This design comes from an exercise in tuning for small area on the open sky130 flow, not from production work.
Function was checked by simulation only, so behaviour that the tests miss may differ from the original.
Power is estimated from default activity; no workload was simulated.

<file path="flow/flow/run.sh">
#!/bin/bash
# Own layout flow: the standard flow (standard.sh) with three changes that
# only affect how the layout is made:
#  1. Yosys's ABC step maps the logic with an area-oriented script
#     (flow/abc_area.script) instead of ORFS's, and adders are left to ABC
#     instead of being mapped to half/full-adder cells; the rest of the
#     synthesis, and so every register, is the standard one.
#  2. Ports are buffered with the smallest buffer (buf_1).
#  3. Clock tree synthesis without dummy loads, with smaller buffers and
#     larger sink clusters.
# Each step's full output goes to a log file in this folder.
set -euo pipefail
w=$(pwd)
rm -rf "$w/sd"
cp -r "$FLOW_HOME/scripts" "$w/sd"
cp "$w/flow/abc_area.script" "$w/sd/abc_area.script"
export SCRIPTS_DIR="$w/sd"
export ABC_AREA=1
export ADDER_MAP_FILE=
bash standard.sh synth > "$w/synth.log" 2>&1
export BUFFER_PORTS_ARGS="-buffer_cell sky130_fd_sc_hd__buf_1"
export CTS_ARGS="-sink_clustering_enable -repair_clock_nets -dont_use_dummy_load -sink_clustering_size 10 -sink_clustering_max_diameter 60 -buf_list {sky130_fd_sc_hd__clkbuf_8}"
bash standard.sh finish > "$w/layout.log" 2>&1
</file>
<file path="flow/flow/abc_area.script">
&get -n
&st
&dch -f
&nf -R 1000
&put
topo
</file>
<file path="flow/standard.sh">
#!/bin/bash
# synth_recipe.tcl (not shown) runs the flow's synth.tcl, then flattens the netlist and writes it again
# the make line also repeats each setting of config.mk as NAME=value (left out here)
make -C /OpenROAD-flow-scripts/flow DESIGN_CONFIG=/design/flow/config.mk WORK_HOME=/design/flow/orfs CLKGATE_MAP_FILE= SYNTH_SCRIPT=/design/flow/synth_recipe.tcl "${@:-finish}"
</file>
<file path="flow/config.mk">
export PLATFORM = sky130hd
export DESIGN_NAME = top_module
export DESIGN_NICKNAME = top_module
export VERILOG_FILES = /design/flow/design.v
export SDC_FILE = /design/flow/constraint.sdc
export NUM_CORES = 4
export LEC_CHECK = 0
export ABC_AREA = 1
export CAP_MARGIN = 10
export CORE_MARGIN = 2
export CORE_UTILIZATION = 55
export SLEW_MARGIN = 10
</file>
<file path="flow/constraint.sdc">
create_clock -name core_clock -period 12.0 [get_ports {clk}]
set_input_delay 2.4000 -clock core_clock [delete_from_list [all_inputs] [get_ports {clk}]]
set_output_delay 2.4000 -clock core_clock [all_outputs]
set_load 0.01 [all_outputs]
</file>
<file path="flow/design.v">
module top_module (
    input  wire         clk,
    input  wire         rst,
    input  wire         white_turn,
    input  wire [7:0]   col_in,
    output reg  [2:0]   row_addr,
    output reg          row_addr_en,
    output wire [255:0] piece_values,
    output reg          move_executed,
    output reg          invalid_move,
    output reg  [2:0]   start_row,
    output reg  [2:0]   start_col,
    output reg  [2:0]   end_row,
    output reg  [2:0]   end_col,
    output reg  [3:0]   lifted_piece
);
    reg  [3:0] div;       
    reg        running;   
    reg  [7:0] col_d;     
    wire [63:0] sn;       
    wire row_step = (div == 4'd1) & running;
    always @(posedge clk or posedge rst) begin
        if (rst) begin
            div         <= 4'd0;
            running     <= 1'b0;
            row_addr    <= 3'd0;
            row_addr_en <= 1'b1;
        end else begin
            div         <= div + 4'd1;
            running     <= running | (div == 4'd15);
            row_addr_en <= 1'b0;
            if (row_step)
                row_addr <= row_addr + 3'd1;
        end
    end
    always @(posedge clk)
        col_d <= col_in;
    genvar gr, gc;
    wire [7:0] row_we = {8{row_step}} & (8'd1 << row_addr);
    generate
        for (gr = 0; gr < 8; gr = gr + 1) begin : srow
            for (gc = 0; gc < 8; gc = gc + 1) begin : scol
                reg q;
                assign sn[gr*8+gc] = q;
                if (gr == 7 && gc == 0) begin : rbit
                    always @(posedge clk or posedge rst)
                        if (rst)
                            q <= 1'b1;
                        else if (row_we[gr])
                            q <= col_d[gc];
                end else begin : nbit
                    always @(posedge clk)
                        if (row_we[gr])
                            q <= col_d[gc];
                end
            end
        end
    endgenerate
    wire match = (sn == 64'h0000_FFFF_FFFF_0000);
    localparam [2:0] S_IDLE_C = 3'd0;   
    localparam [2:0] S_IDLE_M = 3'd1;   
    localparam [2:0] S_DL     = 3'd2;
    localparam [2:0] S_DLS    = 3'd3;
    localparam [2:0] S_WP     = 3'd4;
    localparam [2:0] S_WPS    = 3'd5;
    localparam [2:0] S_VAL    = 3'd6;
    localparam [2:0] S_IW     = 3'd7;
    reg        proc;        
    reg  [2:0] st;
    reg  [5:0] idx;         
    reg        cap_valid;
    reg  [5:0] cap_idx;
    wire [255:0] board;
    assign piece_values = board;
    wire [5:0] sidx  = {start_row, start_col};
    wire       at_start = (idx == sidx);
    wire       val = (st == S_VAL);
    wire [2:0] sr = start_row, sc = start_col;
    wire [2:0] er = idx[5:3],  ec = idx[2:0];
    wire [3:0] dr = {1'b0, er} - {1'b0, sr};
    wire [3:0] dc = {1'b0, ec} - {1'b0, sc};
    wire [2:0] adr = dr[3] ? (3'd0 - dr[2:0]) : dr[2:0];
    wire [2:0] adc = dc[3] ? (3'd0 - dc[2:0]) : dc[2:0];
    wire hz = (dr == 4'd0);
    wire vt = (dc == 4'd0);
    wire dg = (adr == adc);
    wire same_sign = (dr[3] == dc[3]);
    wire [3:0] d1 = {1'b0, sr} - {1'b0, sc} + 4'd7;   
    wire [3:0] d2 = {1'b0, sr} + {1'b0, sc};          
    wire [7:0] rbt, cbt;
    genvar gk;
    generate
        for (gk = 0; gk < 8; gk = gk + 1) begin : rc
            assign rbt[gk] = (gk > sr && gk < er) || (gk > er && gk < sr);
            assign cbt[gk] = (gk > sc && gk < ec) || (gk > ec && gk < sc);
        end
    endgenerate
    wire [7:0] ic = 8'd1 << idx[2:0];
    wire [7:0] ir = 8'd1 << idx[5:3];
    wire [7:0] sr_oh = 8'd1 << sr;
    wire [7:0] sc_oh = 8'd1 << sc;
    wire [7:0] rs  = val ? (hz ? sr_oh : rbt) : ir;
    wire [7:0] csa = val ? (hz ? cbt : (vt ? sc_oh : 8'd0)) : ic;
    wire diag = val & ~hz & ~vt;
    wire [14:0] ds1 = {15{diag &  same_sign}} & (15'd1 << d1);   
    wire [14:0] ds2 = {15{diag & ~same_sign}} & (15'd1 << d2);   
    wire [39:0] rowsel;    
    wire [4:0] sel;
    genvar gm, gn;
    generate
        for (gm = 0; gm < 8; gm = gm + 1) begin : mrow
            wire [39:0] t;
            for (gn = 0; gn < 8; gn = gn + 1) begin : mcol
                wire cs = (gm == 0 || gm == 7 || gn == 0 || gn == 7) ? csa[gn] :
                          (csa[gn] | ds1[gm-gn+7] | ds2[gm+gn]);
                assign t[gn*5 +: 5] = {sn[gm*8+gn], board[(gm*8+gn)*4 +: 4]} & {5{cs}};
            end
            assign rowsel[gm*5 +: 5] = t[0 +: 5] | t[5 +: 5] | t[10 +: 5] | t[15 +: 5] |
                                       t[20 +: 5] | t[25 +: 5] | t[30 +: 5] | t[35 +: 5];
        end
    endgenerate
    assign sel = (rowsel[0 +: 5] & {5{rs[0]}}) | (rowsel[5 +: 5] & {5{rs[1]}}) |
                 (rowsel[10 +: 5] & {5{rs[2]}}) | (rowsel[15 +: 5] & {5{rs[3]}}) |
                 (rowsel[20 +: 5] & {5{rs[4]}}) | (rowsel[25 +: 5] & {5{rs[5]}}) |
                 (rowsel[30 +: 5] & {5{rs[6]}}) | (rowsel[35 +: 5] & {5{rs[7]}});
    wire [3:0] bsel  = sel[3:0];
    wire       occ_x = bsel[0] | bsel[1] | bsel[2];    
    wire       sens_x = ~sel[4];
    reg occ_e, blk_e;
    always @(posedge clk) begin
        occ_e <= occ_x;
        blk_e <= bsel[3];
    end
    wire clear = ~occ_x;
    wire dest_ok = !occ_e || (blk_e == white_turn);
    wire knight  = (adr == 3'd2 && adc == 3'd1) || (adr == 3'd1 && adc == 3'd2);
    wire king    = (adr <= 3'd1) && (adc <= 3'd1);
    wire rook    = (hz || vt) && clear;
    wire bishop  = dg && clear;
    wire w_fwd1  = (dr == 4'hF);
    wire b_fwd1  = (dr == 4'h1);
    wire pawn_w  = white_turn && lifted_piece == 4'h1 &&
                   ((w_fwd1 && vt && !occ_e) ||
                    (sr == 3'd6 && er == 3'd4 && vt && !occ_e && clear) ||
                    (w_fwd1 && adc == 3'd1 && occ_e && blk_e));
    wire pawn_b  = !white_turn && lifted_piece == 4'hF &&
                   ((b_fwd1 && vt && !occ_e) ||
                    (sr == 3'd1 && er == 3'd3 && vt && !occ_e && clear) ||
                    (b_fwd1 && adc == 3'd1 && occ_e && !blk_e));
    reg rule_ok;
    always @* begin
        case (lifted_piece)
            4'h1, 4'hF: rule_ok = pawn_w | pawn_b;
            4'h4, 4'hC: rule_ok = rook;
            4'h5, 4'hB: rule_ok = knight;
            4'h6, 4'hA: rule_ok = bishop;
            4'h3, 4'hD: rule_ok = rook | bishop;
            4'h2, 4'hE: rule_ok = king;
            default:    rule_ok = 1'b0;
        endcase
    end
    wire valid = dest_ok & rule_ok;
    wire lift     = occ_x & ~sens_x;
    wire own      = white_turn ? ~bsel[3] : bsel[3];
    wire place    = ~at_start & ((~occ_x & sens_x) |
                                 (cap_valid & (idx == cap_idx) & occ_x & sens_x));
    wire returned = at_start & sens_x;
    always @(posedge clk or posedge rst) begin
        if (rst) begin
            st <= S_IDLE_C;
        end else begin
            case (st)
                S_IDLE_C, S_IDLE_M: st <= S_DL;
                S_DL:  st <= S_DLS;
                S_DLS: if (lift) st <= own ? S_WP : S_IW;
                S_WP:  st <= S_WPS;
                S_WPS: if (returned) st <= S_WP; else if (place) st <= S_VAL;
                S_VAL: st <= valid ? S_IDLE_M : S_IW;
                S_IW:  if (sens_x) st <= S_IDLE_C;
            endcase
        end
    end
    always @(posedge clk) begin
        case (st)
            S_DL, S_WP: idx <= 6'd0;
            S_DLS: if (!lift) idx <= idx + 6'd1;
            S_WPS: if (!returned && !place) idx <= idx + 6'd1;
            S_VAL: if (!valid) idx <= sidx;
            default: ;
        endcase
        if (st == S_DLS && lift && own)
            cap_valid <= 1'b0;
        else if (st == S_WPS && !at_start && occ_x && !sens_x) begin
            cap_valid <= 1'b1;
            cap_idx   <= idx;
        end
    end
    always @(posedge clk or posedge rst) begin
        if (rst) begin
            proc          <= 1'b0;
            move_executed <= 1'b0;
            invalid_move  <= 1'b0;
            start_row     <= 3'd0;
            start_col     <= 3'd0;
            end_row       <= 3'd0;
            end_col       <= 3'd0;
            lifted_piece  <= 4'd0;
        end else begin
            proc          <= proc | match;
            move_executed <= proc & (st == S_IDLE_M);
            invalid_move  <= (~proc & ~match) | (st == S_IW);
            if (st == S_WP) begin
                start_row <= idx[5:3];
                start_col <= idx[2:0];
            end
            if (st == S_VAL) begin
                end_row <= idx[5:3];
                end_col <= idx[2:0];
            end
            if (st == S_IDLE_C)
                lifted_piece <= 4'd0;
            else if (st == S_WP || st == S_IW)
                lifted_piece <= bsel;
        end
    end
    localparam [255:0] INIT = {
        32'h45623654, 32'h11111111, 32'h00000000, 32'h00000000,
        32'h00000000, 32'h00000000, 32'hFFFFFFFF, 32'hCBAEDABC };
    wire load = ~proc & match;
    wire upd  = proc & (st == S_IDLE_M);
    wire [5:0] eidx = {end_row, end_col};
    wire [7:0] e_r = {8{upd}} & (8'd1 << end_row);
    wire [7:0] e_c = 8'd1 << end_col;
    wire [7:0] s_r = {8{upd}} & (8'd1 << start_row);
    wire [7:0] s_c = 8'd1 << start_col;
    generate
        for (gk = 0; gk < 64; gk = gk + 1) begin : sq
            reg [3:0] q;
            assign board[gk*4 +: 4] = q;
            wire wr   = e_r[gk/8] & e_c[gk%8];
            wire keep = ~(wr | (s_r[gk/8] & s_c[gk%8]));
            wire [3:0] d = (q & {4{keep}}) | (lifted_piece & {4{wr}}) |
                           (INIT[gk*4 +: 4] & {4{load}});
            always @(posedge clk or posedge rst) begin
                if (rst) q <= 4'd0;
                else     q <= d;
            end
        end
    endgenerate
endmodule
</file>
==> key figures, run 1 <==
Synthesis
  – Mapped cell area: 16,800 um^2
  – Number of synthesized register bits: 374
  – Post-synth EDFFs: 75
  – Syn_area_per_cell: 11.2 um^2
  – Yosys cell types: 50
  – Ys flop type: dfrtp_1
  – Yosys warns: 1
  – Synthesized instance count: 1,496
  – Mapped Nets: 1,507
  – FFs w/ async S/R, synth: 77.0%
  – Post-synthesis sequential area ratio: 57.5%

Critical path
  – Worst Path Buf+Inv: 1
  – CP endpoint kind: register
  – Most used cell, CP: nand2_1
  – CP Max Fanout: 22
  – WS Path Type: reg -> reg
  – Worst path cell trace: nand2_1, maj3_1, xor2_1, or2_0, nand2_1, nor3_1, nand4_1, o311ai_0, a222oi_1, clkinv_1, a221oi_1, nand2_1, a222oi_1, and3_1, nand3_1, o22ai_1, a32oi_1, nand3_1, and3_1, nor4_2
  – Req. time, crit path: 12,170 ps
  – Critical path launch point type: register
  – R2R depth: 20
  – Max incr delay on CP: 1040 ps
  – CP max stage cell: nor3_1
  – CP delay by family, top: simple AND/OR/NAND/NOR gates
  – WP depth: 20
  – Arrival time worst endpoint: 7440 ps

Clock network
  – Post-CTS Setup Bufs: 0
  – Sink Count: 374
  – CTS buffer count: 44
  – CTS tree: built
  – Post-CTS resize count: 0
  – CTS root buf: clkbuf_8
  – Clock Tree Buf Depth: 3
  – Clock transition at the registers of the reported paths: 70 ps
  – CTS Hold Bufs: 0
  – Htree depth: 2
  – Clock latency (worst-skew pair): 590 ps

Layout
  – Reg area: 9690 um^2
  – Share of cells above drive strength 1: 4.80%
  – Ant diodes: 0
  – Area Growth Syn to Fin: 14.7%
  – Fill cells: 2,520
  – Final core occ: 63.6%
  – Multi-input combinational cell area: 7180 um^2
  – Net count, final: 1,867

Placement
  – # port buffers: 288
  – Hpwl dp: 47,100 um
  – Placer Congestion: 1.01

GRT
  – Largest net degree at the start of global routing: 89
  – Initial antenna violation count: 3
  – First-pass GRT wire length: 97,800 um
  – GRT Total Usage: 41.7%
  – GRT Residual Overflow: 0
  – Vias in the first global route: 15,100

Drt
  – Via count: 16,500
  – Pre-Repair DR Iteration Count: 14
  – Routed len/inst: 30.1 um
  – Initial DRC count: 3,211
  – Final WL: 67,800 um
  – Routed Antenna Nets: 0
  – DRC: 0
  – Via/cell ratio: 7.35

Power and ir drop
  – Flop pwr share: 62.6%
  – Comb pwr share: 1.0%
  – Pint: 1620 uW
  – Max VDD drop: 0.0966 mV
  – Pwr per Cell Area: 108 nW/um^2
  – P_sw: 453 uW
  – Net Sw Frac: 21.8%
  – Leakage: 0.00817 uW
  – Clock power share: 36.4%

Floorplan
  – Core ar.: 30,300 um^2
  – DIE AREA: 32,000 um^2
  – Die H: 179 um
  – Num ports: 289
  – Die W: 179 um
  – Placement row count: 64
  – Initial Util: 55.5%

Flow run
  – Maxcap violations: 0

Timing
  – Slew HR: 13.6%
  – Least-Margin Pin Slew: 1290 ps
  – Slew Viols, Final: 0
  – Unrepaired setup endpoints after global routing: no
  – Tcrit/Tclk final: 60.6%
  – Setup violators final: 0
  – Final hold vios: 0
  – Setup tns final: 0 ps
  – Max frequency: 138 MHz
  – Minimum clock period: 7270 ps
  – Clock skew: 66.7 ps

Min path
  – Worst Hold Class: reg -> reg
  – Hold path cells: 2

Status
  – Outcome: finished clean
final timing paths:
check | from | endpoint | slack [ps]
max | start_row[0] | idx[4] | 4730
min in group asynchronous | rst | start_col[1] | 1950
max in group asynchronous | rst | sq[14].q[3] | 8030
min | cap_valid | cap_valid | 500
min reg2reg | cap_valid | cap_valid | 500
max reg2reg | start_row[0] | idx[4] | 4730
area by class of cell:
cell class	count	share of cell area, %
clock buffers	44	3.14
inverters	13	0.292
multi-input cells	1109	37.2
flip-flops and latches	374	50.2
well taps	396	2.57
repair buffers	314	6.61
cell usage after synthesis (3+ instances only):
library cell,n,area (um^2)
xnor2_1,25,219
o31ai_1,3,22.5
and2_0,12,75.1
a222oi_1,86,861
mux2_1,4,45.0
nand2_1,137,514
a221oi_1,5,43.8
nor2b_1,11,68.8
o21a_1,4,30.0
o21ai_0,39,195
nand4_1,23,144
edfxtp_1,75,2250
dfxtp_1,11,220
a21oi_1,84,420
a22oi_1,115,863
nor4_1,10,62.6
or2_0,5,31.3
o22ai_1,10,62.6
nor3_1,19,95.1
or3_1,6,37.5
dfrtp_1,286,7160
nand2b_1,8,50.1
nand3_1,110,551
xor2_1,17,149
a221o_1,4,40.0
nor2_1,136,510
a21o_1,5,37.5
a22o_1,188,1650
nor3b_1,3,22.5
or4_1,3,22.5
and3_1,9,56.3
a31oi_1,6,37.5
nand3b_1,4,30.0
clkinv_1,13,48.8
cell usage in the layout (no fill, tap or decap), drive strengths merged, types with 17 or more instances in the layout:
cell type,instances
buf,314
dfrtp,286
a22o,188
nand2,137
nor2,136
a22oi,115
nand3,110
a222oi,86
a21oi,84
edfxtp,75
clkbuf,44
o21ai,39
xnor2,25
nand4,23
nor3,19
xor2,17
state kept, by name, summed over array words and instances, names as in the netlist:
register / flops
lifted_piece: 4
proc: 1
start_col: 3
invalid_move: 1
running: 1
col_d: 8
occ_e: 1
row_addr_en: 1
move_executed: 1
start_row: 3
cap_valid: 1
div: 4
srow.scol.q: 64
blk_e: 1
end_col: 3
idx: 6
cap_idx: 6
st: 3
row_addr: 3
sq.q: 256
end_row: 3
worst min-delay path, cell delays in order (launching register included):
cell     delay, ps
dfxtp_1        310
nor2_1         100
a21oi_1         50
cell families after synthesis:
kind of cell | Yosys count | share of synthesized area [%]
AOI/OAI and AO/OA | 560 | 25.9
xor gates and xnor gates | 42 | 2.19
adders and majority gates | 1 | 0.0595
buffers and inverters | 13 | 0.290
DFF | 374 | 57.5
muxes | 4 | 0.268
other | 1 | 0.0223
and+or+nand+nor | 501 | 13.8
through the flow:
stage          power, uW  area, um^2  setup slack, ps  instances  hold slack, ps
2_1_floorplan       1340       16800             4290       1496             450
3_3_place_gp        1350       18700             4800       2206             470
3_5_place_dp        1350       18700             4620       2206             482
4_1_cts             2070       19300             4590       2250             496
5_1_grt             2130       19300             4320       2250             522
6_report            2080       19300             4730       2250             500
power by group through the flow:
stage	Combinational, uW	Clock (uW)	Sequential, uW
final	21.5	755	1300
after global placement	22.3	0	1330
after CTS	22.7	752	1300
after global routing	25.7	800	1300
after floorplan	14.7	0	1320
after detailed placement	22.8	0	1330
per-layer routing:
layer | part of all wire, % | track usage, %
met2 | 42 | 57.7
met5 | 0.032 | 0
met3 | 15 | 11.5
met4 | 5.5 | 21.4
met1 | 38 | 59.8
==> inputs of run 2 (changes only) <==
--- a/flow/design.v
+++ b/flow/design.v
@@ -18,5 +18,5 @@
     reg        running;   
     reg  [7:0] col_d;     
-    wire [63:0] sn;       
+    wire [63:0] sd;       
     wire row_step = (div == 4'd1) & running;
     always @(posedge clk or posedge rst) begin
@@ -42,5 +42,6 @@
             for (gc = 0; gc < 8; gc = gc + 1) begin : scol
                 reg q;
-                assign sn[gr*8+gc] = q;
+                assign sd[gr*8+gc] = q;
+                wire din = (gr >= 2 && gr <= 5) ? ~col_d[gc] : col_d[gc];
                 if (gr == 7 && gc == 0) begin : rbit
                     always @(posedge clk or posedge rst)
@@ -48,14 +49,13 @@
                             q <= 1'b1;
                         else if (row_we[gr])
-                            q <= col_d[gc];
+                            q <= din;
                 end else begin : nbit
                     always @(posedge clk)
                         if (row_we[gr])
-                            q <= col_d[gc];
+                            q <= din;
                 end
             end
         end
     endgenerate
-    wire match = (sn == 64'h0000_FFFF_FFFF_0000);
     localparam [2:0] S_IDLE_C = 3'd0;   
     localparam [2:0] S_IDLE_M = 3'd1;   
@@ -100,6 +100,6 @@
     wire [7:0] sr_oh = 8'd1 << sr;
     wire [7:0] sc_oh = 8'd1 << sc;
-    wire [7:0] rs  = val ? (hz ? sr_oh : rbt) : ir;
-    wire [7:0] csa = val ? (hz ? cbt : (vt ? sc_oh : 8'd0)) : ic;
+    wire [7:0] rs  = ~proc ? 8'hFF : val ? (hz ? sr_oh : rbt) : ir;
+    wire [7:0] csa = ~proc ? 8'hFF : val ? (hz ? cbt : (vt ? sc_oh : 8'd0)) : ic;
     wire diag = val & ~hz & ~vt;
     wire [14:0] ds1 = {15{diag &  same_sign}} & (15'd1 << d1);   
@@ -114,5 +114,5 @@
                 wire cs = (gm == 0 || gm == 7 || gn == 0 || gn == 7) ? csa[gn] :
                           (csa[gn] | ds1[gm-gn+7] | ds2[gm+gn]);
-                assign t[gn*5 +: 5] = {sn[gm*8+gn], board[(gm*8+gn)*4 +: 4]} & {5{cs}};
+                assign t[gn*5 +: 5] = {sd[gm*8+gn], board[(gm*8+gn)*4 +: 4]} & {5{cs}};
             end
             assign rowsel[gm*5 +: 5] = t[0 +: 5] | t[5 +: 5] | t[10 +: 5] | t[15 +: 5] |
@@ -126,5 +126,6 @@
     wire [3:0] bsel  = sel[3:0];
     wire       occ_x = bsel[0] | bsel[1] | bsel[2];    
-    wire       sens_x = ~sel[4];
+    wire       sens_x = sel[4] ^ (idx[5] ~^ idx[4]);    
+    wire       match  = ~sel[4];                       
     reg occ_e, blk_e;
     always @(posedge clk) begin
==> key figures, run 2 <==
Status
  – Outcome: finished clean

GRT
  – First-pass GRT wire length: 98,500 um
  – Initial antenna violation count: 1
  – Largest net degree at the start of global routing: 166
  – Vias in the first global route: 15,100
  – GRT Total Usage: 41.9%
  – GRT Residual Overflow: 0

Layout
  – Largest register by flop count: sq.q
  – Multi-input combinational cell area: 7070 um^2
  – Fill cells: 2,454
  – Share of cells above drive strength 1: 4.41%
  – Net count, final: 1,873
  – Ant diodes: 0
  – Largest regs: sq.q: 256 flops, srow.scol.q: 64 flops, col_d: 8 flops
  – Most frequent cells in the layout: 288 x buf_1, 282 x dfrtp_1, 186 x a22o_1
  – Reg area: 9690 um^2
  – Most common cell after layout, fill and taps aside: buf_1
  – Max reg flops: 256
  – Area Growth Syn to Fin: 14.4%

Placement
  – Hpwl dp: 45,700 um
  – Placer Congestion: 0.967
  – # port buffers: 288

Drt
  – Routed len/inst: 30.2 um
  – Initial DRC count: 2,906
  – Via count: 16,500
  – Routed Antenna Nets: 0
  – DRC: 0
  – Pre-Repair DR Iteration Count: 9
  – Via/cell ratio: 7.35
  – Final WL: 67,900 um

Power and ir drop
  – Pint: 2500 uW
  – P_sw: 2340 uW
  – Leakage: 0.00796 uW
  – Overall power: 4840 uW
  – Net Sw Frac: 48.4%
  – Flop pwr share: 39.1%
  – Max VDD drop: 0.158 mV
  – Pwr per Cell Area: 252 nW/um^2
  – Clock power share: 15.9%
  – Comb pwr share: 45.0%

Synthesis
  – Ys flop type: dfrtp_1
  – Yosys cell types: 49
  – Syn_area_per_cell: 11.1 um^2
  – Mapped Nets: 1,519
  – Synth area leader: dfrtp_1
  – Most common cell in the netlist: dfrtp_1
  – Synthesized instance count: 1,508
  – Commonest cells post-synth: 286 x dfrtp_1, 186 x a22o_1, 148 x nand2_1, 144 x nor2_1, 124 x nand3_1
  – Number of synthesized register bits: 374
  – Yosys warns: 1
  – FFs w/ async S/R, synth: 77.0%
  – Post-synthesis sequential area ratio: 57.7%
  – Yosys top cell area share: 42.6%
  – Mapped cell area: 16,800 um^2
  – Top post-synthesis cells by area: dfrtp_1 43%, edfxtp_1 13%, a22o_1 9.7%
  – Post-synth EDFFs: 75

Timing
  – Slew HR: 7.29%
  – Setup violators final: 0
  – Clock skew: 95.0 ps
  – Setup tns final: 0 ps
  – Max frequency: 145 MHz
  – Tcrit/Tclk final: 57.6%
  – Least-Margin Pin Slew: 1370 ps
  – Unrepaired setup endpoints after global routing: no
  – Slew Viols, Final: 0
  – Minimum clock period: 6910 ps
  – Final hold vios: 0

Floorplan
  – Core ar.: 29,900 um^2
  – Die W: 179 um
  – DIE AREA: 31,900 um^2
  – Num ports: 289
  – Initial Util: 56.2%
  – Die H: 179 um
  – Placement row count: 63

Min path
  – Worst Hold Class: reg -> reg

Clock network
  – Sink Count: 374
  – Htree depth: 2
  – CTS buffer count: 45
  – CTS Hold Bufs: 0
  – CTS root buf: clkbuf_8
  – Post-CTS resize count: 0
  – Clock transition at the registers of the reported paths: 70 ps
  – CTS tree: built
  – Clock Tree Buf Depth: 3
  – Clock latency (worst-skew pair): 600 ps
  – Post-CTS Setup Bufs: 0

Critical path
  – CP Max Fanout: 15
  – Arrival time worst endpoint: 7060 ps
  – WS Path Type: reg -> reg
  – Req. time, crit path: 12,160 ps
  – Critical path launch point type: register
  – CP endpoint kind: register

Flow run
  – Maxcap violations: 0
run 2: layout make-up:
cell class,instances,share of cell area [%]
multi-input combinational,1109,36.8
inverter,25,0.528
clock buffer,45,3.23
tap,390,2.54
sequential,374,50.4
timing repair buffer,307,6.44
run 2: kinds of logic (layout without fill, tap and decap cells):
group,count (synthesis),in the layout,synth area share (%)
fa+ha+maj,2,2,0.119
compound gates,546,546,25.3
buf+inv,25,377,0.559
flops,374,374,57.7
xor+xnor,39,39,2.03
other cells,1,1,0.0223
simple gates,518,518,14.1
mux,3,3,0.201
run 2: metal layers:
layer	global-route usage, %	vias to the layer above	part of all wire [%]
li1	-	6750	-
met1	59.7	7965	37
met3	10.3	240	15
met4	20.4	0	5.7
met5	0	-	0
met2	60.3	1572	43
run 2: final timing paths:
kind / start / endpoint / slack [ps] / depth (start not counted)
worst min register to register: running / running / 490 / 1
worst max register to register: start_row[1] / idx[4] / 5090 / 21
max in group asynchronous: rst / sq[9].q[3] / 8630 / 3
worst max-delay path: start_row[1] / idx[4] / 5090 / 21
worst min-delay path: running / running / 490 / 1
min in group asynchronous: rst / lifted_piece[2] / 2020 / 2
run 2: power by group through the flow:
stage	Clock [uW]	Combinational, uW	Sequential, uW
after detailed placement	0	2080	1900
after floorplan	0	1140	1910
after global placement	0	2080	1900
final	770	2180	1890
after CTS	770	2090	1870
after global routing	812	2300	1910
run 2: metrics by stage:
step | instance area (um^2) | std cells | hold WS (ps) | utilization (%) | setup WS, ps
floorplan | 16800 | 1508 | 450 | - | 4290
global route | 19200 | 2250 | 504 | 64.3 | 4770
detailed placement | 18600 | 2205 | 469 | 62.2 | 5050
CTS | 19200 | 2250 | 485 | 64.3 | 5040
finish | 19200 | 2250 | 487 | 64.3 | 5090
global placement | 18600 | 2205 | 467 | 62.2 | 5240
run 2: critical path, cell delays in order, from the launching register on:
cell and delay [ps]:
dfrtp_1 660, clkinv_1 380, maj3_1 470, a21oi_1 430, nor2_1 120, nand3_1 490, nand2_1 140, nor3b_1 280
buf_4 230, nand4_1 340, nand3_1 510, a222oi_1 210, nand3_1 180, a222oi_1 190, and3_1 310, nand3_1 230
nand3b_1 150, o21ai_0 90, a32oi_1 180, o211ai_1 130, and3_1 200, nor4_2 610
==> inputs of run 3 (changes only) <==
--- a/flow/flow/run.sh
+++ b/flow/flow/run.sh
@@ -20,4 +20,4 @@
 bash standard.sh synth > "$w/synth.log" 2>&1
 export BUFFER_PORTS_ARGS="-buffer_cell sky130_fd_sc_hd__buf_1"
-export CTS_ARGS="-sink_clustering_enable -repair_clock_nets -dont_use_dummy_load -sink_clustering_size 10 -sink_clustering_max_diameter 60 -buf_list {sky130_fd_sc_hd__clkbuf_8}"
+export CTS_ARGS="-sink_clustering_enable -repair_clock_nets -dont_use_dummy_load -sink_clustering_size 12 -sink_clustering_max_diameter 60 -buf_list {sky130_fd_sc_hd__clkbuf_8}"
 bash standard.sh finish > "$w/layout.log" 2>&1
--- a/flow/config.mk
+++ b/flow/config.mk
@@ -9,4 +9,4 @@
 export CAP_MARGIN = 10
 export CORE_MARGIN = 2
-export CORE_UTILIZATION = 55
+export CORE_UTILIZATION = 65
 export SLEW_MARGIN = 10
==> key figures, run 3 <==
Synthesis
  – Ys flop type: dfrtp_1
  – Yosys warns: 1
  – Mapped Nets: 1,519
  – Synthesized instance count: 1,508
  – Synth area leader: dfrtp_1
  – Syn_area_per_cell: 11.1 um^2
  – Number of synthesized register bits: 374
  – Post-synth EDFFs: 75
  – Yosys cell types: 49
  – Most common cell in the netlist: dfrtp_1
  – FFs w/ async S/R, synth: 77.0%
  – Commonest cells post-synth: 286 x dfrtp_1, 186 x a22o_1, 148 x nand2_1, 144 x nor2_1, 124 x nand3_1
  – Mapped cell area: 16,800 um^2
  – Yosys top cell area share: 42.6%
  – Top post-synthesis cells by area: dfrtp_1 43%, edfxtp_1 13%, a22o_1 9.7%
  – Post-synthesis sequential area ratio: 57.7%

Layout
  – Most common cell after layout, fill and taps aside: buf_1
  – Fill cells: 1,715
  – Net count, final: 1,867
  – Largest regs: sq.q: 256 flops, srow.scol.q: 64 flops, col_d: 8 flops
  – Share of cells above drive strength 1: 3.99%
  – Final core occ: 75.3%
  – Most frequent cells in the layout: 288 x buf_1, 282 x dfrtp_1, 186 x a22o_1
  – Area Growth Syn to Fin: 13.3%
  – Max reg flops: 256
  – Largest register by flop count: sq.q
  – Post-route cell area: 19,000 um^2

Power and ir drop
  – Max VDD drop: 0.269 mV
  – Pint: 2450 uW
  – Flop pwr share: 39.7%
  – Pwr per Cell Area: 252 nW/um^2
  – Net Sw Frac: 48.8%
  – Clock power share: 14.6%
  – Comb pwr share: 45.7%
  – P_sw: 2340 uW
  – Leakage: 0.00792 uW

GRT
  – Initial antenna violation count: 2
  – First-pass GRT wire length: 98,800 um
  – GRT Residual Overflow: 0
  – Vias in the first global route: 15,700
  – Largest net degree at the start of global routing: 130
  – GRT Total Usage: 49.5%

Drt
  – Via/cell ratio: 7.82
  – Initial DRC count: 3,818
  – Routed len/inst: 31.1 um
  – DRC: 0
  – Via count: 17,100
  – Final WL: 68,000 um
  – Pre-Repair DR Iteration Count: 12
  – Routed Antenna Nets: 0

Timing
  – Tcrit/Tclk final: 62.8%
  – Slew HR: 15.6%
  – Final hold vios: 0
  – Setup violators final: 0
  – Minimum clock period: 7530 ps
  – Unrepaired setup endpoints after global routing: no
  – Clock skew: 69.5 ps
  – Least-Margin Pin Slew: 1260 ps
  – Max frequency: 133 MHz
  – Setup tns final: 0 ps
  – Slew Viols, Final: 0

Flow run
  – Maxcap violations: 0

Floorplan
  – Die W: 165 um
  – Core ar.: 25,300 um^2
  – DIE AREA: 27,100 um^2
  – Initial Util: 66.5%
  – Placement row count: 58
  – Die H: 165 um
  – Num ports: 289

Critical path
  – CP Max Fanout: 15
  – CP max stage cell: nor3b_1
  – Crit Reg-Reg Startpoint: start_row[1]
  – Req. time, crit path: 12,260 ps
  – Worst R2R End: idx[4]
  – Most used cell, CP: nand3_1
  – Critical path launch point type: register
  – R2R depth: 22
  – Max incr delay on CP: 960 ps
  – WS Path Type: reg -> reg
  – CP delay by family, top: simple AND/OR/NAND/NOR gates
  – Worst Path Buf+Inv: 2
  – Worst path cell trace: clkinv_1, maj3_1, a21oi_1, nor2_1, nand3_1, nand2_1, nor3b_1, nand4_1, nand3_1, a22o_1, a221oi_1, nand3_1, a222oi_1, and3_1, nand3_1, nand3b_1, o21ai_0, a32oi_1, o211ai_1, and3_1, nor4_1, clkbuf_2
  – R2R Setup Slk: 4470 ps
  – CP endpoint kind: register
  – Arrival time worst endpoint: 7800 ps

Placement
  – Placed Area: 18,500 um^2
  – # port buffers: 288
  – Hpwl dp: 45,700 um
  – Placer Congestion: 1.03

Clock network
  – CTS Hold Bufs: 0
  – Clock transition at the registers of the reported paths: 80 ps
  – Clock Tree Buf Depth: 3
  – CTS root buf: clkbuf_8
  – CTS buffer count: 38
  – CTS tree: built
  – Post-CTS Setup Bufs: 0
  – Htree depth: 2
  – Clock latency (worst-skew pair): 590 ps
  – Sink Count: 374
  – Post-CTS resize count: 0

Min path
  – Hold path cells: 2
  – Hold EP: cap_valid
  – Hold Path Origin: cap_valid
  – Worst Hold Class: reg -> reg

Status
  – Outcome: finished clean
run 3: cell count changes in the layout (fill, tap and decap cells not counted), sizes merged:
| cell | previous run | this run |
|---|---|---|
| clkbuf | 45 | 39 |
| diode | 0 | 1 |
run 3: worst max path at each step:
stage	from	depth (start not counted)	slack, ps	endpoint
final	start_row[1]	22	4470	idx[4]
after global routing	start_row[1]	22	3930	idx[0]
after CTS	start_row[1]	21	4630	idx[2]
after detailed placement	start_row[1]	21	4650	idx[3]
after global placement	idx[3]	21	4880	idx[3]
after floorplan	rst	1	4290	div[0]
run 3: per-stage QoR:
step / setup slack, ps / std cells / total power [uW] / hold WS [ps]
final: 4470 / 2185 / 4790 / 504
after global routing: 3930 / 2184 / 4940 / 520
after CTS: 4630 / 2183 / 4630 / 497
after detailed placement: 4650 / 2145 / 3950 / 479
after global placement: 4880 / 2145 / 3910 / 465
after floorplan: 4290 / 1508 / 3040 / 450
run 3: logic make-up after synthesis:
group / synth area share (%)
muxes: 0.201
and+or+nand+nor: 14.1
DFF: 57.7
AOI/OAI and AO/OA: 25.3
other: 0.0223
adders and majority gates: 0.119
xor gates and xnor gates: 2.03
buffers and inverters: 0.559
run 3: power by group through the flow:
stage | Clock, uW | Combinational (uW) | Sequential, uW
global placement | 0 | 2020 | 1890
CTS | 692 | 2070 | 1870
detailed placement | 0 | 2060 | 1890
finish | 699 | 2190 | 1900
global route | 739 | 2280 | 1910
floorplan | 0 | 1140 | 1910
run 3: area by class of cell:
type	count	area, um^2	share of cell area [%]
sequential	374	9690	50.9
multi-input combinational	1109	7070	37.2
timing repair buffer	308	1230	6.46
clock buffer	38	523	2.75
tap	330	413	2.17
inverter	25	101	0.533
antenna	1	2.50	0.0132
run 3: per-layer routing:
layer	up-vias	part of all wire [%]	track usage, %
met4	2	7.6	29.1
met3	432	18	17.9
met5	-	0.026	0
met2	1953	42	70.6
met1	7969	33	65.6
li1	6730	-	-
run 3: tightest hold or removal path: cells and delay by family, from the launching register on:
family	cells	cell delay, ps
compound gates	1	50
flops	1	320
simple gates	1	100
==> inputs of run 4 (changes only) <==
--- a/flow/flow/run.sh
+++ b/flow/flow/run.sh
@@ -20,4 +20,4 @@
 bash standard.sh synth > "$w/synth.log" 2>&1
 export BUFFER_PORTS_ARGS="-buffer_cell sky130_fd_sc_hd__buf_1"
-export CTS_ARGS="-sink_clustering_enable -repair_clock_nets -dont_use_dummy_load -sink_clustering_size 12 -sink_clustering_max_diameter 60 -buf_list {sky130_fd_sc_hd__clkbuf_8}"
+export CTS_ARGS="-sink_clustering_enable -repair_clock_nets -dont_use_dummy_load -sink_clustering_size 14 -sink_clustering_max_diameter 60 -buf_list {sky130_fd_sc_hd__clkbuf_8}"
 bash standard.sh finish > "$w/layout.log" 2>&1
==> key figures, run 4 <==
Timing
  – Clock skew: 70.9 ps
  – Least-Margin Pin Slew: 1300 ps
  – Setup tns final: 0 ps
  – Setup ws final: 4380 ps
  – Slew Viols, Final: 0
  – Tcrit/Tclk final: 63.5%
  – Unrepaired setup endpoints after global routing: no
  – Slew HR: 13.1%
  – Setup violators final: 0
  – Final hold vios: 0
  – WHS: 502 ps
  – Max frequency: 131 MHz
  – Minimum clock period: 7620 ps

Clock network
  – CTS buffer count: 35
  – Clock Tree Buf Depth: 3
  – CTS tree: built
  – Sink Count: 374
  – Clock transition at the registers of the reported paths: 90 ps
  – CTS root buf: clkbuf_8
  – Post-CTS resize count: 0
  – Post-CTS Setup Bufs: 0
  – Clock latency (worst-skew pair): 580 ps
  – Htree depth: 2
  – CTS Hold Bufs: 0

Critical path
  – Req. time, crit path: 12,270 ps
  – CP max stage cell: nor3b_1
  – Worst R2R End: idx[4]
  – Max incr delay on CP: 990 ps
  – Critical path launch point type: register
  – CP Max Fanout: 15
  – CP endpoint kind: register
  – R2R depth: 22
  – Worst path cell trace: clkinv_1, maj3_1, a21oi_1, nor2_1, nand3_1, nand2_1, nor3b_1, nand4_1, nand3_1, a22o_1, a221oi_1, nand3_1, a222oi_1, and3_1, nand3_1, nand3b_1, o21ai_0, a32oi_1, o211ai_1, and3_1, nor4_1, clkbuf_2
  – WS Path Type: reg -> reg
  – Worst Path Buf+Inv: 2
  – Crit Reg-Reg Startpoint: start_row[1]
  – Most used cell, CP: nand3_1
  – CP delay by family, top: simple AND/OR/NAND/NOR gates
  – R2R Setup Slk: 4380 ps
  – Arrival time worst endpoint: 7880 ps

Synthesis
  – Mapped Nets: 1,519
  – Commonest cells post-synth: 286 x dfrtp_1, 186 x a22o_1, 148 x nand2_1, 144 x nor2_1, 124 x nand3_1
  – Mapped cell area: 16,800 um^2
  – Yosys top cell area share: 42.6%
  – FFs w/ async S/R, synth: 77.0%
  – Yosys warns: 1
  – Post-synthesis sequential area ratio: 57.7%
  – Most common cell in the netlist: dfrtp_1
  – Top post-synthesis cells by area: dfrtp_1 43%, edfxtp_1 13%, a22o_1 9.7%
  – Post-synth EDFFs: 75
  – Synthesized instance count: 1,508
  – Synth area leader: dfrtp_1
  – Ys flop type: dfrtp_1
  – Yosys cell types: 49
  – Syn_area_per_cell: 11.1 um^2
  – Number of synthesized register bits: 374

Layout
  – Area Growth Syn to Fin: 13.0%
  – Most frequent cells in the layout: 288 x buf_1, 282 x dfrtp_1, 186 x a22o_1
  – Post-route cell area: 19,000 um^2
  – Largest regs: sq.q: 256 flops, srow.scol.q: 64 flops, col_d: 8 flops
  – Most common cell after layout, fill and taps aside: buf_1
  – Net count, final: 1,864
  – Max reg flops: 256
  – Largest register by flop count: sq.q
  – Share of cells above drive strength 1: 3.84%

Placement
  – Hpwl dp: 45,700 um
  – DP Worst Slack: 4650 ps
  – Placer Congestion: 1.03
  – Placed Area: 18,500 um^2
  – # port buffers: 288

Power and ir drop
  – Leakage: 0.00789 uW
  – Max VDD drop: 0.271 mV
  – Pwr per Cell Area: 250 nW/um^2

Floorplan
  – Initial Util: 66.5%
  – DIE AREA: 27,100 um^2
  – Die W: 165 um
  – Core ar.: 25,300 um^2
  – Num ports: 289
  – Die H: 165 um
  – Placement row count: 58

Min path
  – Hold EP: running
  – Worst Hold Class: reg -> reg
  – Hold Path Origin: running
  – Hold path cells: 1

GRT
  – GRT Total Usage: 49.0%
  – Vias in the first global route: 15,500
  – Largest net degree at the start of global routing: 130
  – GRT Residual Overflow: 0
  – Initial antenna violation count: 0
  – First-pass GRT wire length: 97,800 um

Status
  – Outcome: finished clean

Drt
  – Routed Antenna Nets: 0
  – Via count: 17,000
  – Final WL: 67,000 um
  – Via/cell ratio: 7.81
  – DRC: 0
  – Initial DRC count: 3,753
  – Routed len/inst: 30.7 um
  – Pre-Repair DR Iteration Count: 10

Flow run
  – Maxcap violations: 0
==> run 4: cell counts after synthesis <==
No cell type changed its count.
==> run 4: area by class of cell <==
type                    instances  area (um^2)
inverters                      25          101
well taps                     330          413
fillers                      1726         6270
multi-input cells            1109         7070
flip-flops and latches        374         9690
diodes                          1         2.50
repair buffers                308         1230
clock buffers                  35          482
==> run 4: worst max path at each step <==
stage	start	endpoint	slack, ps	cells after the start
6_report	start_row[1]	idx[4]	4380	22
5_1_grt	start_row[1]	idx[0]	3910	22
4_1_cts	start_row[1]	idx[2]	4620	21
3_5_place_dp	start_row[1]	idx[3]	4650	21
3_3_place_gp	idx[3]	idx[3]	4880	21
2_1_floorplan	rst	div[0]	4290	1
==> run 4: layer usage <==
metal / share of wire [%] / wire length (um) / GRT usage, % / up-vias
li1: - / - / - / 6725
met1: 34 / 22500 / 65.9 / 8008
met4: 8.0 / 5350 / 28.1 / 0
met5: 0 / 0 / 0 / -
met2: 42 / 27900 / 70.0 / 1877
met3: 17 / 11300 / 16.4 / 425
==> run 4: kinds of logic (layout without fill, tap and decap cells) <==
logic type	Yosys count	count (layout)	synth area share (%)
adder cells (fa/ha/maj)	2	2	0.119
other	1	2	0.0223
flip-flops	374	374	57.7
XOR/XNOR	39	39	2.03
AO/OA/AOI/OAI	546	546	25.3
AND/OR/NAND/NOR	518	518	14.1
multiplexers	3	3	0.201
buffers and inverters	25	368	0.559
==> run 4: report_power, final <==
part	switching, uW	internal [uW]
logic	1540	637
clock network	404	262
registers	370	1530
==> run 4: through the flow <==
stage	power, uW	std cells	util [%]
after floorplan	3040	1508	-
final	4750	2182	75.2
after global routing	4890	2181	75.2
after global placement	3910	2145	73.2
after detailed placement	3950	2145	73.2
after CTS	4590	2180	75.1

port drivers added, routing unchanged:
In the flow no input, the clock included, has a driving cell. The finished layouts below were timed again as built, in two steps. Step 1 sets driving cells, clkbuf_16 on the clock port and buf_2 on the other inputs (assumed; they add their load-dependent delay and slew). Step 2 adds t to the input delays and takes it off the output delays; t is the mean of the earliest and latest rising clock arrival at the registers after step 1. Input paths then give back, and output paths get back, about the clock's delay inside the block. Three values: no drivers, after step 1, after step 2; two values: the first two.
| run | t, ns | slack for setup (ns) | worst register clock-pin slew, ns |
|---|---|---|---|
| run 1 | 0.605 | 4.734 / 4.734 / 4.734 | 0.08 / 0.08 |
| run 2 | 0.606 | 5.092 / 5.092 / 5.092 | 0.08 / 0.08 |
| run 3 | 0.601 | 4.467 / 4.467 / 4.467 | 0.08 / 0.08 |
| run 4 | 0.590 | 4.382 / 4.382 / 4.382 | 0.09 / 0.09 |
After both steps every run listed still meets setup and hold.
